What follows belongs to an exercise in optimizing a design on an open flow for small area and a short achievable clock period; a production flow would make more cautious choices. In this exercise RTL edits were held to simulation tests only and were not proved equivalent to the original. No activity file was given, so power comes from the tool's default toggle rates.

==> module fifo, before the edit <==
module fifo (size, data_out, full, empty, halffull, halfempty, data_in, write, read, clk_actual, rst);
    output [7:0] data_out;
    output       full;
    output       empty;
    output       halfempty;
    output       halffull;
    output [7:0] size;
    input  [7:0] data_in;
    input        write, read;
    input        clk_actual, rst;
    reg  [7:0]  data_out;
    wire        empty;
    reg         full, empty_n, halffull, halfempty;
    assign      empty = ~empty_n;
    reg  [6:0]  n;           
    reg  [7:0]  lo;          
    reg  [12:0] hi;          
    reg         w;           
    reg         nz;          
    reg         fl;          
    reg  [7:0]  mem [0:95];
    assign size = {1'b0, n};
    wire wa = write & ~fl;   
    wire ra = read & nz;    
    integer i;
    always @(posedge clk_actual)
        if (wa) begin
            mem[0] <= data_in;
            for (i = 1; i < 96; i = i + 1)
                mem[i] <= mem[i-1];
        end
    reg [7:0] col [0:7];
    reg [7:0] rd;
    integer g, k;
    always @* begin
        for (k = 0; k < 8; k = k + 1) begin
            col[k] = 8'h00;
            for (g = 0; g < 13; g = g + 1)
                if (8*g + k >= 1 && 8*g + k <= 96)
                    col[k] = col[k] | ({8{hi[g]}} & mem[8*g + k - 1]);
        end
        rd = 8'h00;
        for (k = 0; k < 8; k = k + 1)
            rd = rd | ({8{lo[k] & ra}} & col[k]);
    end
    always @(posedge clk_actual)
        data_out <= rd | ({8{~ra}} & data_out);
    wire inc = wa & ~ra;
    wire dec = ra & ~wa;
    reg  [6:0]  n_up, n_dn;
    integer b;
    always @* begin
        for (b = 0; b < 7; b = b + 1) begin
            n_up[b] = n[b] ^ ((n & ((7'd1 << b) - 7'd1)) == ((7'd1 << b) - 7'd1));
            n_dn[b] = n[b] ^ ((n & ((7'd1 << b) - 7'd1)) == 7'd0);
        end
    end
    wire [7:0]  lo_up = {lo[6:0], lo[7]};
    wire [7:0]  lo_dn = {lo[0], lo[7:1]};
    wire [12:0] hi_up = lo[7] ? {hi[11:0], 1'b0} : hi;
    wire [12:0] hi_dn = lo[0] ? {1'b0, hi[12:1]} : hi;
    wire is1  = lo[1] & hi[0];
    wire is95 = lo[7] & hi[11];
    wire is48 = lo[0] & hi[6];
    always @(posedge clk_actual or posedge rst)
        if (rst) begin
            n <= 7'd0;
            lo <= 8'd1;
            hi <= 13'd1;
            nz <= 1'b0;
            fl <= 1'b0;
            w <= 1'b0;
            full <= 1'b0;
            empty_n <= 1'b0;
            halffull <= 1'b0;
            halfempty <= 1'b0;
        end else begin
            if (inc) begin
                n <= n_up;
                lo <= lo_up;
                hi <= hi_up;
            end else if (dec) begin
                n <= n_dn;
                lo <= lo_dn;
                hi <= hi_dn;
            end
            nz <= inc | (nz & ~(dec & is1));
            fl <= ~dec & (fl | (inc & is95));
            if (ra) w <= 1'b0;
            else if (wa) w <= 1'b1;
            full <= fl | (w & full);
            empty_n <= nz & (w | empty_n);
            halffull <= is48 & w;
            halfempty <= is48 & ~w;
        end
endmodule
Settings: LEC_CHECK=0, CAP_MARGIN=20, CORE_MARGIN=2, CORE_UTILIZATION=55, SETUP_SLACK_MARGIN=3.0, SLEW_MARGIN=20, TNS_END_PERCENT=5; clock period 5.0 ns.
standard.sh (not shown) runs the stock make flow with config.mk's settings and CLKGATE_MAP_FILE= SYNTH_SCRIPT=/design/flow/synth_recipe.tcl, a recipe that flattens the netlist after the stock synthesis.
==> flow/flow/run.sh <==
#!/bin/bash
# Layout flow: the standard ORFS flow (standard.sh), with clock tree
# synthesis set to larger sink clusters and no dummy loads, buf_4 as the port
# buffer, and repair free to change a cell's footprint. Make's output goes to
# flow_make.log here; each ORFS step keeps its own log under orfs/logs/.
set -euo pipefail
CTS="-sink_clustering_enable -repair_clock_nets -dont_use_dummy_load"
CTS="$CTS -sink_clustering_size 25 -sink_clustering_max_diameter 90"
bash standard.sh MATCH_CELL_FOOTPRINT=0 "CTS_ARGS=$CTS" \
  "BUFFER_PORTS_ARGS=-buffer_cell sky130_fd_sc_hd__buf_4" finish > flow_make.log 2>&1
Then changed:
--- a/flow/design.v
+++ b/flow/design.v
@@ -28,15 +28,15 @@
     assign      empty = ~empty_n;
     reg  [6:0]  n;           
     reg  [7:0]  lo;          
     reg  [12:0] hi;          
     reg         w;           
-    reg         nz;          
-    reg         fl;          
     reg  [7:0]  mem [0:95];
     assign size = {1'b0, n};
-    wire wa = write & ~fl;   
+    wire fl = hi[12];             
+    wire nz = ~(lo[0] & hi[0]);   
+    wire wa = write & ~fl;        
     wire ra = read & nz;    
     integer i;
     always @(posedge clk_actual)
         if (wa) begin
             mem[0] <= data_in;
@@ -71,20 +71,16 @@
     end
     wire [7:0]  lo_up = {lo[6:0], lo[7]};
     wire [7:0]  lo_dn = {lo[0], lo[7:1]};
     wire [12:0] hi_up = lo[7] ? {hi[11:0], 1'b0} : hi;
     wire [12:0] hi_dn = lo[0] ? {1'b0, hi[12:1]} : hi;
-    wire is1  = lo[1] & hi[0];
-    wire is95 = lo[7] & hi[11];
     wire is48 = lo[0] & hi[6];
     always @(posedge clk_actual or posedge rst)
         if (rst) begin
             n <= 7'd0;
             lo <= 8'd1;
             hi <= 13'd1;
-            nz <= 1'b0;
-            fl <= 1'b0;
             w <= 1'b0;
             full <= 1'b0;
             empty_n <= 1'b0;
             halffull <= 1'b0;
             halfempty <= 1'b0;
@@ -96,12 +92,10 @@
             end else if (dec) begin
                 n <= n_dn;
                 lo <= lo_dn;
                 hi <= hi_dn;
             end
-            nz <= inc | (nz & ~(dec & is1));
-            fl <= ~dec & (fl | (inc & is95));
             if (ra) w <= 1'b0;
             else if (wa) w <= 1'b1;
             full <= fl | (w & full);
             empty_n <= nz & (w | empty_n);
             halffull <= is48 & w;
Routed wire length rises by 5.8%.
Clock skew rises by 0.0053 ns.
Non-clock buffer count rises by 25.
Die area rises by 0.33%.
Worst hold slack degrades by 0.019 ns.
Total power rises by 0.31%.
Final cell count rises by 0.84%.
Setup slack improves by 0.037 ns.
Clock-buffer cell count stays the same.
First-iteration DRC count rises by 2.8%.

* * *

## job 101
Another version of the RTL of fifo (not shown whole).
Size: ~1500 cells after synthesis, roughly 800 flip-flops.
==> module fifo, before the edit <==
module fifo (size, data_out, full, empty, halffull, halfempty, data_in, write, read, clk_actual, rst);
    output [7:0] data_out;
    output       full;
    output       empty;
    output       halfempty;
    output       halffull;
    output [7:0] size;
    input  [7:0] data_in;
    input        write, read;
    input        clk_actual, rst;
    reg  [7:0]  data_out;
    wire        empty;
    reg         full, empty_n, halffull, halfempty;
    assign      empty = ~empty_n;
    reg  [6:0]  n;           
    reg  [7:0]  lo;          
    reg  [12:0] hi;          
    reg         w;           
    reg  [7:0]  mem [0:95];
    assign size = {1'b0, n};
    wire fl = hi[12];             
    wire nz = ~(lo[0] & hi[0]);   
    wire wa = write & ~fl;        
    wire ra = read & nz;          
    integer i;
    always @(posedge clk_actual)
        if (wa) begin
            mem[0] <= data_in;
            for (i = 1; i < 96; i = i + 1)
                mem[i] <= mem[i-1];
        end
    reg [7:0] col [0:7];
    reg [7:0] rd;
    integer g, k;
    always @* begin
        for (k = 0; k < 8; k = k + 1) begin
            col[k] = 8'h00;
            for (g = 0; g < 13; g = g + 1)
                if (8*g + k >= 1 && 8*g + k <= 96)
                    col[k] = col[k] | ({8{hi[g]}} & mem[8*g + k - 1]);
        end
        rd = 8'h00;
        for (k = 0; k < 8; k = k + 1)
            rd = rd | ({8{lo[k] & ra}} & col[k]);
    end
    always @(posedge clk_actual)
        data_out <= rd | ({8{~ra}} & data_out);
    wire inc = wa & ~ra;
    wire dec = ra & ~wa;
    integer j;
    always @*
        for (j = 0; j < 8; j = j + 1)
            lo[j] = (n[2:0] == j);
    reg  [6:0]  n_up, n_dn;
    integer b;
    always @* begin
        for (b = 0; b < 7; b = b + 1) begin
            n_up[b] = n[b] ^ ((n & ((7'd1 << b) - 7'd1)) == ((7'd1 << b) - 7'd1));
            n_dn[b] = n[b] ^ ((n & ((7'd1 << b) - 7'd1)) == 7'd0);
        end
    end
    wire [12:0] hi_up = lo[7] ? {hi[11:0], 1'b0} : hi;
    wire [12:0] hi_dn = lo[0] ? {1'b0, hi[12:1]} : hi;
    wire is48 = lo[0] & hi[6];
    always @(posedge clk_actual or posedge rst)
        if (rst) begin
            n <= 7'd0;
            hi <= 13'd1;
            w <= 1'b0;
            full <= 1'b0;
            empty_n <= 1'b0;
            halffull <= 1'b0;
            halfempty <= 1'b0;
        end else begin
            if (inc) begin
                n <= n_up;
                hi <= hi_up;
            end else if (dec) begin
                n <= n_dn;
                hi <= hi_dn;
            end
            if (ra) w <= 1'b0;
            else if (wa) w <= 1'b1;
            full <= fl | (w & full);
            empty_n <= nz & (w | empty_n);
            halffull <= is48 & w;
            halfempty <= is48 & ~w;
        end
endmodule
==> flow/config.mk <==
export PLATFORM = sky130hd
export DESIGN_NAME = fifo
export DESIGN_NICKNAME = fifo
export VERILOG_FILES = /design/flow/design.v
export SDC_FILE = /design/flow/constraint.sdc
export NUM_CORES = 4
export LEC_CHECK = 0
export CAP_MARGIN = 20
export CORE_MARGIN = 2
export CORE_UTILIZATION = 55
export SETUP_SLACK_MARGIN = 2.9
export SLEW_MARGIN = 20
export TNS_END_PERCENT = 0
==> flow/constraint.sdc <==
create_clock -name core_clock -period 5.0 [get_ports {clk_actual}]
set_input_delay 1.0000 -clock core_clock [delete_from_list [all_inputs] [get_ports {clk_actual}]]
set_output_delay 1.0000 -clock core_clock [all_outputs]
set_load 0.01 [all_outputs]
==> flow/flow/run.sh <==
#!/bin/bash
# Layout flow: the standard ORFS flow (standard.sh), with clock tree
# synthesis set to larger sink clusters and no dummy loads, and repair free to
# change a cell's footprint. Make's output goes to flow_make.log here; each
# ORFS step keeps its own log under orfs/logs/.
set -euo pipefail
CTS="-sink_clustering_enable -repair_clock_nets -dont_use_dummy_load"
CTS="$CTS -sink_clustering_size 25 -sink_clustering_max_diameter 90"
bash standard.sh MATCH_CELL_FOOTPRINT=0 "CTS_ARGS=$CTS" finish > flow_make.log 2>&1
In summary, job 101 completed successfully, with a layout that passed the timing, DRC and antenna checks.
#### Input delta (job 102 over job 101)
-- flow/design.v --
<<< job 101, line 36
    wire nz = ~(lo[0] & hi[0]);   
    wire wa = write & ~fl;        
    wire ra = read & nz;          
    integer i;
    always @(posedge clk_actual)
>>> job 102, line 36
    wire nz = ~(lo[0] & hi[0]);   
    wire wa = write & ~fl;        
    wire ra = read & nz;    
    integer i;
    always @(posedge clk_actual)
<<< job 101, line 62
    wire inc = wa & ~ra;
    wire dec = ra & ~wa;
    integer j;
    always @*
        for (j = 0; j < 8; j = j + 1)
            lo[j] = (n[2:0] == j);
    reg  [6:0]  n_up, n_dn;
    integer b;
>>> job 102, line 62
    wire inc = wa & ~ra;
    wire dec = ra & ~wa;
    reg  [6:0]  n_up, n_dn;
    integer b;
<<< job 101, line 74
        end
    end
    wire [12:0] hi_up = lo[7] ? {hi[11:0], 1'b0} : hi;
    wire [12:0] hi_dn = lo[0] ? {1'b0, hi[12:1]} : hi;
>>> job 102, line 70
        end
    end
    wire [7:0]  lo_up = {lo[6:0], lo[7]};
    wire [7:0]  lo_dn = {lo[0], lo[7:1]};
    wire [12:0] hi_up = lo[7] ? {hi[11:0], 1'b0} : hi;
    wire [12:0] hi_dn = lo[0] ? {1'b0, hi[12:1]} : hi;
<<< job 101, line 80
        if (rst) begin
            n <= 7'd0;
            hi <= 13'd1;
            w <= 1'b0;
>>> job 102, line 78
        if (rst) begin
            n <= 7'd0;
            lo <= 8'd1;
            hi <= 13'd1;
            w <= 1'b0;
<<< job 101, line 89
            if (inc) begin
                n <= n_up;
                hi <= hi_up;
            end else if (dec) begin
                n <= n_dn;
                hi <= hi_dn;
            end
>>> job 102, line 88
            if (inc) begin
                n <= n_up;
                lo <= lo_up;
                hi <= hi_up;
            end else if (dec) begin
                n <= n_dn;
                lo <= lo_dn;
                hi <= hi_dn;
            end
[summary]
- Status: via count of the first global-routing pass parity (job 102, job 101)
- Job 101 → job 102: global-route usage saw a decrease; clock net sink count saw an increase; power per unit of standard cell area saw a decrease; detailed-placement wirelength estimate saw a decrease; headroom to the max-slew limit saw a decrease.
- Job 102 and job 101 ended up with nearly the same area growth from synthesis to layout.
- Job 102 vs job 101: register-to-register slack up
- Job 101 → job 102: routed wirelength normalized by instance count now sits higher, number of buffers added for setup after CTS moved up.
- Against job 101 as the reference, job 102 delivers a lower proportion of synthesized chip area in sequential cells.
- Between job 102 and job 101, routed wire length is higher for job 102, job 101 comes in under that.
- Looking at classification of the worst setup path, the reg -> reg result is from job 102; the reg -> out one comes from job 101.
- On count of instances resized after the clock tree is built, the higher figure sits with job 101, not job 102.

* * *

P:
The RTL this note starts from:
==> flow/design.v <==
`timescale 1 ns / 100 ps
module counter(out, enable, reset, clock);
  output [7:0] 	out;
  input 	clock, reset, enable;
  reg [7:0] 	out;
 always @ (posedge clock or posedge reset)
  if(reset)
    out <= 8'h00;
  else if(enable)
    if(out == 8'h5F)  
    	out <= 8'h00;
    else  out <= out+1;
endmodule
`timescale 1 ns / 100 ps
module fifo (size, data_out, full, empty, halffull, halfempty, data_in, write, read, clk_actual, rst);
    output [7:0] data_out;
    output       full;
    output       empty;
    output       halfempty;
    output       halffull;
    output [7:0] size;
    input  [7:0] data_in;
    input        write, read;
    input        clk_actual, rst;
    reg  [7:0]  data_out;
    wire        empty;
    reg         full, empty_n, halffull, halfempty;
    assign      empty = ~empty_n;
    reg  [6:0]  n;           
    reg  [7:0]  lo;          
    reg  [12:0] hi;          
    reg         w;           
    reg  [7:0]  mem [0:95];
    assign size = {1'b0, n};
    wire fl = hi[12];             
    wire nz = ~(lo[0] & hi[0]);   
    wire wa = write & ~fl;        
    wire ra = read & nz;    
    integer i;
    always @(posedge clk_actual)
        if (wa) begin
            mem[0] <= data_in;
            for (i = 1; i < 96; i = i + 1)
                mem[i] <= mem[i-1];
        end
    reg [7:0] col [0:7];
    reg [7:0] rd;
    integer g, k;
    always @* begin
        for (k = 0; k < 8; k = k + 1) begin
            col[k] = 8'h00;
            for (g = 0; g < 13; g = g + 1)
                if (8*g + k >= 1 && 8*g + k <= 96)
                    col[k] = col[k] | ({8{hi[g]}} & mem[8*g + k - 1]);
        end
        rd = 8'h00;
        for (k = 0; k < 8; k = k + 1)
            rd = rd | ({8{lo[k] & ra}} & col[k]);
    end
    always @(posedge clk_actual)
        data_out <= rd | ({8{~ra}} & data_out);
    wire inc = wa & ~ra;
    wire dec = ra & ~wa;
    reg  [6:0]  n_up, n_dn;
    integer b;
    always @* begin
        for (b = 0; b < 7; b = b + 1) begin
            n_up[b] = n[b] ^ ((n & ((7'd1 << b) - 7'd1)) == ((7'd1 << b) - 7'd1));
            n_dn[b] = n[b] ^ ((n & ((7'd1 << b) - 7'd1)) == 7'd0);
        end
    end
    wire [7:0]  lo_up = {lo[6:0], lo[7]};
    wire [7:0]  lo_dn = {lo[0], lo[7:1]};
    wire [12:0] hi_up = lo[7] ? {hi[11:0], 1'b0} : hi;
    wire [12:0] hi_dn = lo[0] ? {1'b0, hi[12:1]} : hi;
    wire is48 = lo[0] & hi[6];
    always @(posedge clk_actual or posedge rst)
        if (rst) begin
            n <= 7'd0;
            lo <= 8'd1;
            hi <= 13'd1;
            w <= 1'b0;
            full <= 1'b0;
            empty_n <= 1'b0;
            halffull <= 1'b0;
            halfempty <= 1'b0;
        end else begin
            if (inc) begin
                n <= n_up;
                lo <= lo_up;
                hi <= hi_up;
            end else if (dec) begin
                n <= n_dn;
                lo <= lo_dn;
                hi <= hi_dn;
            end
            if (ra) w <= 1'b0;
            else if (wa) w <= 1'b1;
            full <= fl | (w & full);
            empty_n <= nz & (w | empty_n);
            halffull <= is48 & w;
            halfempty <= is48 & ~w;
        end
endmodule
Settings: LEC_CHECK=0, CAP_MARGIN=20, CORE_MARGIN=2, CORE_UTILIZATION=55, SETUP_SLACK_MARGIN=2.9, SLEW_MARGIN=20, TNS_END_PERCENT=0; clock period 5.0 ns.
==> flow/flow/run.sh <==
#!/bin/bash
# Layout flow: the standard ORFS flow (standard.sh), with clock tree
# synthesis set to larger sink clusters and no dummy loads, buf_4 as the port
# buffer, and repair free to change a cell's footprint. Make's output goes to
# flow_make.log here; each ORFS step keeps its own log under orfs/logs/.
set -euo pipefail
CTS="-sink_clustering_enable -repair_clock_nets -dont_use_dummy_load"
CTS="$CTS -sink_clustering_size 25 -sink_clustering_max_diameter 90"
bash standard.sh MATCH_CELL_FOOTPRINT=0 "CTS_ARGS=$CTS" \
  "BUFFER_PORTS_ARGS=-buffer_cell sky130_fd_sc_hd__buf_4" finish > flow_make.log 2>&1
> inputs changed (P -> Q)
--- a/flow/design.v
+++ b/flow/design.v
@@ -30,4 +30,5 @@
     reg  [7:0]  lo;          
     reg  [12:0] hi;          
+    reg  [12:0] hi2;         
     reg         w;           
     reg  [7:0]  mem [0:95];
@@ -52,5 +53,5 @@
             for (g = 0; g < 13; g = g + 1)
                 if (8*g + k >= 1 && 8*g + k <= 96)
-                    col[k] = col[k] | ({8{hi[g]}} & mem[8*g + k - 1]);
+                    col[k] = col[k] | ({8{k[0] ? hi2[g] : hi[g]}} & mem[8*g + k - 1]);
         end
         rd = 8'h00;
@@ -74,4 +75,6 @@
     wire [12:0] hi_up = lo[7] ? {hi[11:0], 1'b0} : hi;
     wire [12:0] hi_dn = lo[0] ? {1'b0, hi[12:1]} : hi;
+    wire [12:0] hi2_up = lo[7] ? {hi2[11:0], 1'b0} : hi2;
+    wire [12:0] hi2_dn = lo[0] ? {1'b0, hi2[12:1]} : hi2;
     wire is48 = lo[0] & hi[6];
     always @(posedge clk_actual or posedge rst)
@@ -80,4 +83,5 @@
             lo <= 8'd1;
             hi <= 13'd1;
+            hi2 <= 13'd1;
             w <= 1'b0;
             full <= 1'b0;
@@ -90,8 +94,10 @@
                 lo <= lo_up;
                 hi <= hi_up;
+                hi2 <= hi2_up;
             end else if (dec) begin
                 n <= n_dn;
                 lo <= lo_dn;
                 hi <= hi_dn;
+                hi2 <= hi2_dn;
             end
             if (ra) w <= 1'b0;
### Flow results
- Summary — power density over cell area, Q relative to P: higher, by about 0.34%.
- Post-CTS setup-driven buffer insertion count, Q and P: higher on Q
- Relative to P, the final cell area reported for Q is higher.
- Going from P to Q, adder-cell area share of the yosys netlist did not really move; xor and xnor area share after synthesis did not really move; number of placed instances with taps included went up; global routing usage on met3 did not really move.
- Total internal power of Q exceeds that of P slightly.
- Q vs P: final-stage net count up by a few percent
- Core util | Q vs P | Q lower
- Total power, Q and P: smaller value in P
- Sort Q and P by post-detailed-routing wire length asc -> top: P
- Relative to P, floorplan die height has increased by about 0.9% in Q.
- In the reports for Q and P, the smaller synthesized netlist net count belongs to P.

-- port drivers added, routing unchanged --
The flow's constraints put no driver on any port. The routed layouts listed below were extracted and timed again, unchanged, in two steps.
Step 1 sets driving cells, clkbuf_16 on the clock port and buf_2 on the other inputs (assumed; they add their load-dependent delay and slew).
Step 2 moves the port delays by t, midway between the first and last clock arrival at a register: inputs arrive t later, outputs are due t later. That takes back most of the time a late clock gives input paths.
Slacks: no drivers / after step 1 / after step 2; pairs: no drivers / after step 1.
run | shift t [ns] | slack for setup (ns) | worst data-port slew with drivers (ns) | pins driven straight from the clock port
the first run of note 1 | 0.639 | 2.790 / 2.790 / 2.207 | 0.04 | 1
the second run of note 1 | 0.631 | 2.827 / 2.772 / 2.333 | 0.04 | 1
job 101 | 0.646 | 2.683 / 2.622 / 2.272 | 0.10 | 1
job 102 | 0.638 | 2.837 / 2.797 / 2.333 | 0.03 | 1
P | 0.641 | 2.849 / 2.790 / 2.331 | 0.04 | 1
Q | 0.627 | 2.754 / 2.754 / 2.357 | 0.05 | 1
After both steps every run listed still meets setup and hold. For the first run of note 1, which loses most, drivers alone change the setup slack by 0.000 ns; drivers and shift together by -0.583 ns.
